Context: an optimization exercise on an open-source flow, tuned for small area and a short achievable clock period. The choices shown serve that exercise and are no tape-out recipe.
Function was checked by simulation only, so behaviour that the tests miss may differ from the original.
Power figures rest on the tool's default switching activity, not on a simulated workload.

$ cat design/flow/config.mk
export PLATFORM = sky130hd
export DESIGN_NAME = cpu
export DESIGN_NICKNAME = cpu
export VERILOG_FILES = /design/flow/design.v
export SDC_FILE = /design/flow/constraint.sdc
export NUM_CORES = 4
export LEC_CHECK = 0
export CAP_MARGIN = 20
export CORE_MARGIN = 2
export CORE_UTILIZATION = 40
export PLACE_DENSITY = 0.6
export SLEW_MARGIN = 20
$ cat design/flow/constraint.sdc
create_clock -name core_clock -period 13.0 [get_ports {clk}]
set_input_delay 2.6000 -clock core_clock [delete_from_list [all_inputs] [get_ports {clk}]]
set_output_delay 2.6000 -clock core_clock [all_outputs]
set_load 0.01 [all_outputs]
$ cat design/flow/design.v
module alu (
    input wire [31:0] inst,
    input wire [31:0] regA, regB,
    input wire C_in, V_in,
    output reg [31:0] out,
    output wire update_CPSR, ignore_C_flag,
    output reg N_flag, Z_flag, C_flag, V_flag
  );
  wire reg_shift;
  assign reg_shift = inst[25];
  wire [3:0] opcode;
  assign opcode = inst[24:21];
  assign update_CPSR = (opcode == 4'b1000) || (opcode == 4'b1001) ||
                       (opcode == 4'b1010) || (opcode == 4'b1011) ||
                       inst[20];
  wire shifter_carry;
  wire [31:0] shifter_out;
  shifter s (.inst(inst), .reg_shift_value(regB), .ignore_C_flag(ignore_C_flag),
             .result(shifter_out), .carry(shifter_carry));
  always @(*) begin
    N_flag = out[31];
    Z_flag = (out == 0);
  end
  always @(*) begin
    case (opcode)
      4'b0000: begin out = regA & shifter_out; C_flag = shifter_carry; V_flag = V_in; end
      4'b0001: begin out = regA ^ shifter_out; C_flag = shifter_carry; V_flag = V_in; end
      4'b0010: begin out = regA + (~shifter_out + 1); C_flag = ~(regA < shifter_out);  V_flag = (regA[31] == ~(shifter_out[31])) & ( regA[31] != out[31]); end
      4'b0011: begin out = shifter_out + (~regA + 1); C_flag = ~(regA > shifter_out); V_flag = (~(regA[31]) == shifter_out[31]) & ( shifter_out[31] != out[31]); end
      4'b0100: begin {C_flag, out} = regA + shifter_out; V_flag = (regA[31] == shifter_out[31]) & ( regA[31] != out[31]); end
      4'b0101: begin {C_flag, out} = regA + shifter_out + C_in; V_flag = (regA[31] == shifter_out[31]) & ( regA[31] != out[31]); end
      4'b0110: begin out = regA + (~shifter_out + 1) + (~{31'b0,~C_in} + 1); C_flag = ~(regA < shifter_out);  V_flag = (regA[31] == ~(shifter_out[31])) & ( regA[31] != out[31]); end
      4'b0111: begin out = shifter_out + (~regA + 1) + (~{31'b0,~C_in} + 1); C_flag = ~( regA < (~C_in + shifter_out)); V_flag = (~(regA[31]) == shifter_out[31]) & ( shifter_out[31] != out[31]); end
      4'b1000: begin out = regA & shifter_out; C_flag = shifter_carry; V_flag = V_in; end
      4'b1001: begin out = regA ^ shifter_out; C_flag = shifter_carry; V_flag = V_in; end
      4'b1010: begin out = regA + (~shifter_out + 1); C_flag = ~(regA < shifter_out);  V_flag = (regA[31] == ~(shifter_out[31])) & ( regA[31] != out[31]); end
      4'b1011: begin {C_flag, out} = regA + shifter_out; V_flag = (regA[31] == shifter_out[31]) & ( regA[31] != out[31]); end
      4'b1110: begin out = regA | shifter_out; C_flag = shifter_carry;  V_flag = V_in; end
      4'b1101: begin out = shifter_out; C_flag = shifter_carry; V_flag = V_in; end
      4'b1110: begin out = regA & (~shifter_out); C_flag = shifter_carry; V_flag = V_in; end
      4'b1111: begin out = ~(regA); C_flag = shifter_carry; V_flag = V_in; end
      default: begin out = 32'b0; C_flag = 1'b0;  V_flag = 1'b0; end
    endcase
  end
endmodule
module shifter (
  	input wire [31:0]	inst, reg_shift_value,
  	output reg [31:0] result,
    output reg carry, ignore_C_flag
	);
  wire reg_shift;
  wire [1:0] reg_shift_code;
  wire [4:0] reg_shift_imm;
  wire [3:0] imm_rotate_imm;
  wire [7:0] imm_shift_val;
  reg [31:0] imm_rotate_result_temp;
  assign reg_shift = ~inst[25];
  assign reg_shift_code = inst[6:5];
  assign reg_shift_imm = inst[11:7];
  assign imm_rotate_imm = inst[11:8];
  assign imm_shift_val = inst[7:0];
  always @(*) begin
    if (reg_shift && reg_shift_imm == 0)
      ignore_C_flag = 1;
    else if (!reg_shift && imm_rotate_imm == 0)
      ignore_C_flag = 1;
    else
      ignore_C_flag = 0;
  end
	always @(*) begin
    if (reg_shift) begin
      case (reg_shift_code)
        2'b00: begin result = reg_shift_value >> reg_shift_imm; carry = (reg_shift_imm == 0) ? 1'b0 : reg_shift_value[reg_shift_imm-5'd1]; end
        2'b01: begin result = reg_shift_value << reg_shift_imm; carry = reg_shift_value[5'd31-reg_shift_imm]; end
        2'b10: begin result = reg_shift_value >>> reg_shift_imm; carry = (reg_shift_imm == 0) ? 1'b0 : reg_shift_value[reg_shift_imm-5'd1]; end
        2'b11: begin result = {reg_shift_value, reg_shift_value} >> reg_shift_imm; carry = (reg_shift_imm == 0) ? 1'b0 : reg_shift_value[reg_shift_imm-5'd1]; end
      endcase
      imm_rotate_result_temp = 32'b0;
    end
    else begin
      imm_rotate_result_temp = { 24'b0, imm_shift_val };
      result = {imm_rotate_result_temp, imm_rotate_result_temp} >> ({1'b0, imm_rotate_imm} << 1);
      case (imm_rotate_imm)
        4'd1: carry = imm_shift_val[1];
        4'd2: carry = imm_shift_val[3];
        4'd3: carry = imm_shift_val[5];
        4'd4: carry = imm_shift_val[7];
        default: carry = 1'b0;
      endcase
    end
	end
endmodule
module cpsr (
    input wire clk, reset, update_CPSR, ignore_C_flag,
    input wire N_flag_temp, Z_flag_temp, C_flag_temp, V_flag_temp,
    output reg N_flag, Z_flag, C_flag, V_flag
  );
  always @(posedge clk) begin
    if (reset) begin
      N_flag <= 0;
      Z_flag <= 0;
      V_flag <= 0;
      C_flag <= 0;
    end
    else if (update_CPSR) begin
      N_flag <= N_flag_temp;
      Z_flag <= Z_flag_temp;
      V_flag <= V_flag_temp;
      if (~ignore_C_flag)
        C_flag <= C_flag_temp;
    end
  end
endmodule
module decode_inst (
    input wire [31:0] inst,
    input wire Z_flag, N_flag, C_flag, V_flag,
    input wire noop_curr,
    output wire noop_next,
    output reg [16:0] ctrl
  );
  always @(*) begin
    case (inst[27:25])
      3'b101:        ctrl[15:14] = 3'b11;
      3'b000:    ctrl[15:14] = 3'b00;
      3'b001:    ctrl[15:14] = 3'b00;
      3'b010:   begin
                        if (inst[20])
                          ctrl[15:14] = 3'b01;
                        else
                          ctrl[15:14] = 3'b10;
                      end
      default: ctrl[15:14] = 3'b00;
    endcase
  end
  assign noop_next = ctrl[15:14] == 3'b11;
  always @(*) begin
    ctrl[13:10] = inst[19:16];
    if (ctrl[15:14] == 3'b11)
      ctrl[5:2] = 14;
    else
      ctrl[5:2] = inst[15:12];
    if (ctrl[15:14] == 3'b10)
      ctrl[9:6] = inst[15:12];
    else
      ctrl[9:6] = inst[3:0];
  end
  wire branch_link = ctrl[15:14] == 3'b11 && inst[24];
  wire data_write = ctrl[15:14] == 3'b00;
  wire load_write = ctrl[15:14] == 3'b01;
  wire ls_preindex = inst[24];
  wire writeback_bit = inst[21];
  wire str_reg_writeback = (ctrl[15:14] == 3'b10) && (!ls_preindex || writeback_bit);
  always @(*) begin
    ctrl[1:1] = ctrl[0:0] && (branch_link || data_write || load_write);
    ctrl[16:16] = ctrl[0:0] && (ctrl[15:14] == 3'b10);
  end
  reg cond_valid;
  always @(*) begin
    case (inst[31:28])
     	4'b0000: begin cond_valid =  Z_flag; end
  	  4'b0001: begin cond_valid = ~Z_flag; end
  	  4'b0010: begin cond_valid =  C_flag; end
  	  4'b0011: begin cond_valid = ~C_flag; end
  	  4'b0100: begin cond_valid =  N_flag; end
  	  4'b0101: begin cond_valid = ~N_flag; end
  	  4'b0110: begin cond_valid =  V_flag; end
  	  4'b0111: begin cond_valid = ~V_flag; end
  	  4'b1000: begin cond_valid =  C_flag && ~Z_flag; end
  	  4'b1001: begin cond_valid = ~C_flag || Z_flag; end
  	  4'b1010: begin cond_valid =  N_flag == V_flag; end
  	  4'b1011: begin cond_valid =  N_flag != V_flag; end
  	  4'b1100: begin cond_valid = (Z_flag == 0) && (N_flag == V_flag); end
  	  4'b1101: begin cond_valid = (Z_flag == 0) && (N_flag != V_flag); end
  	  4'b1110: begin cond_valid =  1'b1; end
  	  4'b1111: begin cond_valid =  1'b0; end
	     default: begin cond_valid =  1'b0; end
    endcase
  end
  always @(*) ctrl[0:0] = cond_valid && !noop_curr;
endmodule
module regfile (
    input wire clk,
    input wire reset,
    input wire write_en,
    input wire [3:0] write_reg,
    input wire [31:0] write_data,
    input wire [3:0] read_regA,
    input wire [3:0] read_regB,
    output reg [31:0] data_regA,
    output reg [31:0] data_regB
  );
  reg [31:0] data [0:15];
  integer i;
  always @(posedge clk) begin
    if (reset) begin
      for (i = 0; i < 16; i = i + 1)
        data[i] <= 32'b0;
      data_regA <= 32'b0;
      data_regB <= 32'b0;
    end else begin
      if (write_en)
        data[write_reg] <= write_data;
      data_regA <= (write_en && write_reg == read_regA) ? write_data : data[read_regA];
      data_regB <= (write_en && write_reg == read_regB) ? write_data : data[read_regB];
    end
  end
endmodule
module update_pc(
    input wire [16:0] ctrl,
    input wire stall,
    input wire [31:0] pc_in,
    input wire [31:0] inst,
    output reg [31:0] pc_out
  );
  wire branch_inst = ctrl[15:14] == 3'b11;
  wire cond_execute = ctrl[0:0];
  wire [23:0] offset_field;
  wire [31:0] extended_offset;
  assign offset_field = inst[23:0];
  sign_extend #(.IN(24), .OUT(32)) s (.in_wire(offset_field),
   .out_wire(extended_offset));
  always @ (*) begin
    if (stall)
      pc_out = pc_in;
    else if (branch_inst && cond_execute)
      pc_out = pc_in + (extended_offset << 2);  
    else
      pc_out = pc_in + 4;
  end
endmodule
module sign_extend
  #(parameter IN=8,
    parameter OUT=16) (
	input wire [IN-1:0] in_wire,
	output wire [OUT-1:0] out_wire
  );
  assign out_wire = { {OUT-IN {in_wire[IN-1]}}, in_wire };
endmodule
module datapath (
    input wire clk, reset,
    input wire [16:0] decd_ctrl, exec_ctrl, memw_ctrl, wrbk_ctrl,
    input wire [31:0] decd_inst, exec_inst, memw_inst, wrbk_inst, pc_curr, alu_output,
    input wire [31:0] mem_read_data, data_regA, data_regB,
    output wire [31:0] mem_read_addr, mem_write_addr,
    output reg [31:0] mem_write_data, reg_write_data,
    output reg [31:0] alu_inA, alu_inB,
    output reg stall
  );
  reg [31:0] adjusted_mem_address;
  reg [31:0] data_write_value;
  reg [31:0] memw_alu_out, wrbk_alu_out;
  reg [31:0] wrbk_prepost_index;
  reg [31:0] memw_store_addr_buffer, memw_store_data_buffer;
  reg [31:0] exec_bnl_target, memw_bnl_target, wrbk_bnl_target;
  wire [3:0] forwarding_reg = memw_ctrl[5:2];
  wire [31:0] forwarding_data = memw_alu_out;
  wire [3:0] regfile_bypass_reg = wrbk_ctrl[5:2];
  wire [31:0] regfile_bypass_data = reg_write_data;
  reg [3:0] str_delay_reg_buffer;
  reg [31:0] str_delay_data_buffer;
  reg str_delay_write_executed;
  wire [3:0] memw_store_addr_reg = memw_ctrl[13:10];
  wire [3:0] memw_store_data_reg = memw_ctrl[9:6];
  wire data_inst_after_ldr_to_reg = (exec_ctrl[5:2] == decd_ctrl[13:10] || exec_ctrl[5:2] == decd_ctrl[9:6])
         && exec_ctrl[15:14] == 3'b01 && exec_ctrl[0:0]
         && decd_ctrl[15:14] == 3'b00 && decd_ctrl[0:0];
  always @(*) begin
    if (data_inst_after_ldr_to_reg || 0)
      stall = 1;
    else 
      stall = 0;
  end
  always @(*) begin
    if (exec_ctrl[13:10] == forwarding_reg && memw_ctrl[0:0])
      alu_inA = forwarding_data;
    else if (exec_ctrl[13:10] == regfile_bypass_reg && wrbk_ctrl[0:0])
      alu_inA = regfile_bypass_data;
    else
      alu_inA = data_regA;
    if (exec_ctrl[9:6] == forwarding_reg && memw_ctrl[0:0])
      alu_inB = forwarding_data;
    else if (exec_ctrl[9:6] == regfile_bypass_reg && wrbk_ctrl[0:0])
      alu_inB = regfile_bypass_data;
    else
      alu_inB = data_regB;
  end
  reg [31:0] raw_mem_address;
  always @(*) begin
    if (memw_store_addr_reg == regfile_bypass_reg && wrbk_ctrl[0:0])
      raw_mem_address = regfile_bypass_data;
    else if (memw_store_addr_reg == str_delay_reg_buffer && str_delay_write_executed)
      raw_mem_address = str_delay_data_buffer;
    else
      raw_mem_address = memw_store_addr_buffer;
    if (memw_store_data_reg == regfile_bypass_reg && wrbk_ctrl[0:0])
      mem_write_data = regfile_bypass_data;
    else if (memw_store_data_reg == str_delay_reg_buffer && str_delay_write_executed)
      mem_write_data = str_delay_data_buffer;
    else
      mem_write_data = memw_store_data_buffer;
  end
  always @(posedge clk) begin
    exec_bnl_target <= pc_curr + 4;
    memw_bnl_target <= exec_bnl_target;
    wrbk_bnl_target <= memw_bnl_target;
    memw_alu_out <= alu_output;
    wrbk_alu_out <= memw_alu_out;
    str_delay_reg_buffer <= wrbk_ctrl[5:2];
    str_delay_data_buffer <= reg_write_data;
    str_delay_write_executed <= wrbk_ctrl[0:0];
    wrbk_prepost_index <= adjusted_mem_address;
  end
  wire wrbk_ldr_str = wrbk_ctrl[15:14] == 3'b01
                   || wrbk_ctrl[15:14] == 3'b10;
  always @(*) begin
    if (wrbk_ctrl[15:14] == 3'b11)  
      reg_write_data = wrbk_bnl_target;
    else if (wrbk_ctrl[15:14] == 3'b00)  
      reg_write_data = wrbk_alu_out;
    else if (wrbk_ctrl[15:14] == 3'b01)  
      reg_write_data = mem_read_data;
    else
      reg_write_data = 32'b0;
  end
  wire [11:0] ls_imm_offset = memw_inst[11:0];
  wire add_not_sub = memw_inst[23];
  wire memw_ldr_str = memw_ctrl[15:14] == 3'b01
                   || memw_ctrl[15:14] == 3'b10;
  reg [31:0] mem_access_addr;
  always @(posedge clk) begin
    memw_store_addr_buffer <= data_regA;
    memw_store_data_buffer <= data_regB;
  end
  assign mem_write_addr = mem_access_addr;
  assign mem_read_addr = mem_access_addr;
  always @(*) begin
    if (add_not_sub)
      adjusted_mem_address = raw_mem_address + ls_imm_offset;
    else
      adjusted_mem_address = raw_mem_address + ~{20'b0, ls_imm_offset} + 1;
  end
  wire ls_preindex = memw_inst[24];
  always @(*) begin
    if (memw_ldr_str)
      if (ls_preindex)
        mem_access_addr = adjusted_mem_address;
      else
        mem_access_addr = raw_mem_address;
    else
        mem_access_addr = 32'b0;
  end
endmodule
module cpu(
    input wire clk,
    input wire resetn,
    output wire [7:0] imem_addr,
    input wire [31:0] imem_rdata,
    output wire [9:0] dmem_addr,
    output wire dmem_we,
    output wire [31:0] dmem_wdata,
    input wire [31:0] dmem_rdata,
    output wire wb_en,
    output wire [3:0] wb_reg,
    output wire [31:0] wb_data
  );
  wire reset;
  assign reset = !resetn;
  reg [31:0] pc_curr;
  wire [31:0] pc_next;
  wire [31:0] next_inst;
  assign next_inst = pc_curr + 4;
  wire ftch_noop, stall;
  reg decd_noop;
  wire reg_write_en;
  wire [31:0] alu_output;
  wire [31:0] data_regA, data_regB;
  wire [3:0] read_regA, read_regB, write_reg;
  wire [31:0] reg_write_data;
  wire [31:0] alu_inA, alu_inB;
  wire update_CPSR, ignore_C_flag;
  wire N_flag, Z_flag, C_flag, V_flag;
  wire N_flag_temp, Z_flag_temp, C_flag_temp, V_flag_temp;
  wire [31:0] mem_access_addr, mem_read_addr, mem_write_addr;
  wire [31:0] mem_read_data, mem_write_data;
  wire mem_write_en;
  wire [31:0] code_mem_out;
  reg [31:0] ftch_inst, decd_inst, exec_inst, wrbk_inst, memw_inst;
  always @(*) begin
    ftch_inst = imem_rdata;
  end
  always @(posedge clk) begin
    if (reset) begin
      decd_inst <= 32'b0;
      exec_inst <= 32'b0;
      wrbk_inst <= 32'b0;
      memw_inst <= 32'b0;
    end else if (stall) begin
      decd_inst <= decd_inst;
      exec_inst <= 32'b0;
      memw_inst <= exec_inst;
      wrbk_inst <= memw_inst;
    end else begin
      decd_inst <= ftch_inst;
      exec_inst <= decd_inst;
      memw_inst <= exec_inst;
      wrbk_inst <= memw_inst;
    end
  end
  wire [16:0] decd_ctrl;
  reg [16:0] exec_ctrl;
  reg [16:0] memw_ctrl;
  reg [16:0] wrbk_ctrl;
  always @(posedge clk) begin
    if (reset) begin
      exec_ctrl <= (17'b0);
      memw_ctrl <= (17'b0);
      wrbk_ctrl <= (17'b0);
    end else if (stall) begin
      exec_ctrl <= (17'b0);
      memw_ctrl <= exec_ctrl;
      wrbk_ctrl <= memw_ctrl;
    end else begin
      exec_ctrl <= decd_ctrl;
      memw_ctrl <= exec_ctrl;
      wrbk_ctrl <= memw_ctrl;
    end
  end
  assign mem_write_en = memw_ctrl[16:16];
  assign read_regA = decd_ctrl[13:10];
  assign read_regB = decd_ctrl[9:6];
  assign write_reg = wrbk_ctrl[5:2];
  assign reg_write_en = wrbk_ctrl[1:1] && wrbk_ctrl[0:0];
  always @(posedge clk) begin
    if (reset)
      decd_noop <= 1;
    else if (pc_curr == 0)
      decd_noop <= 0;
    else
      decd_noop <= ftch_noop;
  end
  update_pc u (.inst(decd_inst), .stall(stall), .ctrl(decd_ctrl), .pc_in(pc_curr), .pc_out(pc_next));
  cpsr c (.clk(clk), .reset(reset), .update_CPSR(update_CPSR), .ignore_C_flag(ignore_C_flag),
      .N_flag_temp(N_flag_temp), .Z_flag_temp(Z_flag_temp), .C_flag_temp(C_flag_temp), .V_flag_temp(V_flag_temp),
      .N_flag(N_flag), .Z_flag(Z_flag), .C_flag(C_flag), .V_flag(V_flag));
  assign imem_addr = reset ? 8'b0 : pc_next[9:2];
  decode_inst di (.inst(decd_inst), .ctrl(decd_ctrl), .noop_curr(decd_noop), .noop_next(ftch_noop),
      .Z_flag(Z_flag), .C_flag(C_flag), .N_flag(N_flag), .V_flag(V_flag));
  regfile r (.clk(clk), .reset(reset), .write_en(reg_write_en),
      .write_reg(write_reg), .write_data(reg_write_data), .read_regA(read_regA),
      .data_regA(data_regA), .read_regB(read_regB), .data_regB(data_regB));
  alu a (.inst(exec_inst), .regA(alu_inA), .regB(alu_inB),
      .C_in(C_flag), .V_in(V_flag),
      .out(alu_output), .update_CPSR(update_CPSR), .ignore_C_flag(ignore_C_flag),
      .N_flag(N_flag_temp), .Z_flag(Z_flag_temp), .C_flag(C_flag_temp), .V_flag(V_flag_temp));
  assign dmem_addr = mem_read_addr[11:2];
  assign dmem_we = mem_write_en;
  assign dmem_wdata = mem_write_data;
  assign mem_read_data = dmem_rdata;
  datapath d (.clk(clk), .reset(reset), .decd_inst(decd_inst), .exec_inst(exec_inst), .memw_inst(memw_inst), .wrbk_inst(wrbk_inst),
      .decd_ctrl(decd_ctrl), .exec_ctrl(exec_ctrl), .memw_ctrl(memw_ctrl), .wrbk_ctrl(wrbk_ctrl),
      .pc_curr(pc_curr), .alu_output(alu_output), .alu_inA(alu_inA), .alu_inB(alu_inB), .stall(stall),
      .mem_read_data(mem_read_data), .data_regA(data_regA), .data_regB(data_regB), .reg_write_data(reg_write_data),
      .mem_write_addr(mem_write_addr), .mem_read_addr(mem_read_addr), .mem_write_data(mem_write_data));
  always @(posedge clk) begin
    if (reset)
      pc_curr <= 0;
    else
      if (!stall)
        if (write_reg == 15)
          pc_curr <= alu_output;
        else
          pc_curr <= pc_next;
  end
  assign wb_en = reg_write_en;
  assign wb_reg = write_reg;
  assign wb_data = reg_write_data;
endmodule
$ cat design/flow/run.sh
#!/bin/bash
# synth_recipe.tcl (not shown) runs the flow's synth.tcl, then flattens the netlist and writes it again
# the make line also repeats each setting of config.mk as NAME=value (left out here)
make -C /OpenROAD-flow-scripts/flow DESIGN_CONFIG=/design/flow/config.mk WORK_HOME=/design/flow/orfs CLKGATE_MAP_FILE= SYNTH_SCRIPT=/design/flow/synth_recipe.tcl finish
==> summary.txt <==
final cells by class:
class                      instances  area (sq um)
sequential                       960         24400
inverter                         208           781
clock buffer                     133          2690
antenna                            7          17.5
clock inverter                    43           382
timing repair buffer             624          5160
tap                             2175          2720
multi-input combinational       5678         38300
fill                           15900         88000
cells in the final DEF (no fill, tap or decap), types with 219 or more instances in the layout:
master	netlist	routed
nor2_1	919	910
edfxtp_1	512	512
ha_1	280	280
o21ai_0	302	298
buf_4	10	464
dfxtp_1	448	436
nand3_1	286	280
xnor2_1	220	219
a21oi_1	419	419
nand2_1	1007	978
path summary, 6_finish.rpt:
path | slack (ns) | startpoint | depth (start not counted) | endpoint
hold / removal | 0.32 | d.exec_bnl_target[11] | 0 | d.memw_bnl_target[11]
setup reg to reg | 1.87 | wrbk_ctrl[2] | 37 | c.Z_flag
setup / recovery | 0.90 | dmem_rdata[22] | 37 | c.Z_flag
hold reg to reg | 0.32 | d.exec_bnl_target[11] | 0 | d.memw_bnl_target[11]
state kept, by name (all words and copies together) (netlist names), 18 cells and up:
register                  flops
d.memw_store_data_buffer     32
decd_inst                    32
d.wrbk_alu_out               32
exec_inst                    18
d.str_delay_data_buffer      32
d.memw_alu_out               32
d.exec_bnl_target            32
d.memw_bnl_target            32
r.data_regB                  32
r.data_regA                  32
r.data                      512
d.wrbk_bnl_target            32
pc_curr                      32
cell families after synthesis:
logic type	share of synthesized area, %
multiplexers	9.30
AO/OA/AOI/OAI	18.8
AND/OR/NAND/NOR	20.3
adder cells (fa/ha/maj)	5.55
flip-flops	37.3
buffers and inverters	4.69
XOR/XNOR	4.04
routing by layer:
| metal | GRT usage, % | wire length [microns] |
|---|---|---|
| met5 | 0 | 101 |
| met1 | 46.7 | 121000 |
| met4 | 25.7 | 26400 |
| met3 | 7.39 | 31800 |
| met2 | 59.0 | 145000 |
power groups by stage:
stage               sequential [mW]  clock [mW]  combinational, mW
finish                         3.55        2.74               4.93
global route                   3.56        2.87               5.20
CTS                            3.54        2.76               4.77
detailed placement             3.61           0               4.74
global placement               3.60           0               4.73
floorplan                      3.51           0               2.80
critical path: cells and delay by family:
kind,cells,cell delay [ns]
fa+ha+maj,2,0.89
mux,3,0.85
buf+inv,6,1.37
xor+xnor,2,0.45
compound gates,16,4.82
simple gates,8,1.72
==> flow_summary.yaml <==
yosys:
  synth_cell_types: 105
  yosysTopAreaCellShare_pct: 23.6
  synthesis.area_sq_um: 65200
  syn-instance-count: 7417
  synth_common_cells: "1,007 x nand2_1, 919 x nor2_1, 512 x edfxtp_1, 448 x dfxtp_1, 444 x clkbuf_1"
  synthFlopType: "edfxtp_1"
  yosysWarnings: 8
  yosysTopAreaCell: "edfxtp_1"
  async_flop_share_pct: 0
  syn_nets: 7769
  synthTopCellsByArea: "edfxtp_1 24%, dfxtp_1 14%, mux4_2 6.6%, nand2_1 5.8%, ha_1 5.4%"
  synth_edf_count: 512
  post-synth-top-count-cell: "nand2_1"
  ys_ff_latch: 960
  synth.avg_cell_area_sq_um: 8.80
  ys_seq_area_share_pct: 37.3
floorplanning:
  die_w_microns: 408
  dieArea_sq_um: 166000
  core_area_sq_um: 162000
  fp-row-count: 148
  io_pins: 154
  start_util_pct: 40.2
  die_h_microns: 408
power_and_ir_drop:
  seqPwrFrac_pct: 31.7
  clock_power_share_pct: 24.4
  irDropWorstVdd_v: 0.000114
  net-switching-power_mw: 4.52
  powerDensity_nw_per_um2: 151
  comb_power_share_pct: 43.9
  p_leak_nw: 28.0
  fin_total_pwr_mw: 11.2
  p_int_mw: 6.70
  power_switching_share_pct: 40.3
timing:
  drv_slew: 0
  finalSetupViolCount: 0
  finalSetupTns_ns: 0
  period_needed_ns: 12.10
  finalHoldViolCount: 0
  fin_worst_skew_ns: 0.0442
  worst_hold_slack_ns: 0.322
  fin_crit_sh_pct: 93.1
  setup_slack_ns: 0.899
  slew_headroom_pct: 9.77
  tightest_slew_ns: 1.35
  rsz0062_at_grt: "false"
  max_freq_mhz: 82.6
placed_design:
  gp_congestion: 1.11
  port_buffers: 153
  place_inst: 9643
  place_area_sq_um: 71300
  place_ws_ns: 0.399
  place.detailed.hpwl_microns: 229000
global_routing:
  grt_start_max_net_pins: 161
  antenna_found_initial: 16
  grt-ovfl-total: 0
  grt_pass1_wl_microns: 455000
  track_usage_pct: 37.6
  grt_pass1_vias: 61100
layout:
  synthToLayoutAreaGrowth_pct: 14.0
  fin_util_pct: 45.8
  final_cell_count_no_fill: 9828
  drive_gt1_share_pct: 13.3
  final_area_sq_um: 74400
  fin_nets: 7919
worst_hold_path:
  worstHoldPathType: "flip-flop to flip-flop"
clock_network:
  numCtsBuffers: 95
  clk_pin_slew_ns: 0.07
  cts.repair.resized: 0
  h-tree-depth: 3
  root_buffer: "clkbuf_16"
  clk_latency_ns: 0.73
  post-cts-setup-buffers: 0
  cts_tree: "built"
  clk_path_buf_depth: 3
  ctsHoldBuffers: 0
  cts_sinks: 960
setup_path:
  cp-start-kind: "primary input"
  cp_slowest_cell: "o31ai_1"
  end_kind: "flip-flop"
  cpPeakStageDelay_ns: 0.87
  worstPathRequired_ns: 13.63
  arrival_ns: 12.73
  critPathKind: "primary input to flip-flop"
  crit_fanout: 7
  critical_path.most_common_cell: "buf_4"
job:
  max_cap_viol_count: 0
detailed_routing:
  vias: 64000
  drtAntennaViolNets: 0
  drtIter0Drc: 8832
  drt_wl_total_microns: 324000
  wl_per_cell_microns: 33.0
  vias_per_cell: 6.51
  drt-pass1-iter-count: 9
  post-route-drc-count: 0
outcome:
  status: "timing/DRC/antenna clean"

-- port drivers added, routing unchanged --
In the flow no input, the clock included, has a driving cell. The finished layout below was timed again as built, in two steps. Step 1, drivers: a clkbuf_16 drives clk and a buf_2 each remaining input, both assumed. Step 2 moves the port delays by t, midway between the first and last clock arrival at a register: inputs arrive t later, outputs are due t later. That takes back most of the time a late clock gives input paths. Three values: ideal, step 1, step 2; two values: the first two.
shift t [ns]: 0.780
slack for setup (ns): 0.899 / 0.918 / 0.138
pins driven straight from the clock port: 1
After both steps this run still meets setup and hold. For this run, drivers alone change the setup slack by +0.019 ns; drivers and shift together by -0.761 ns.
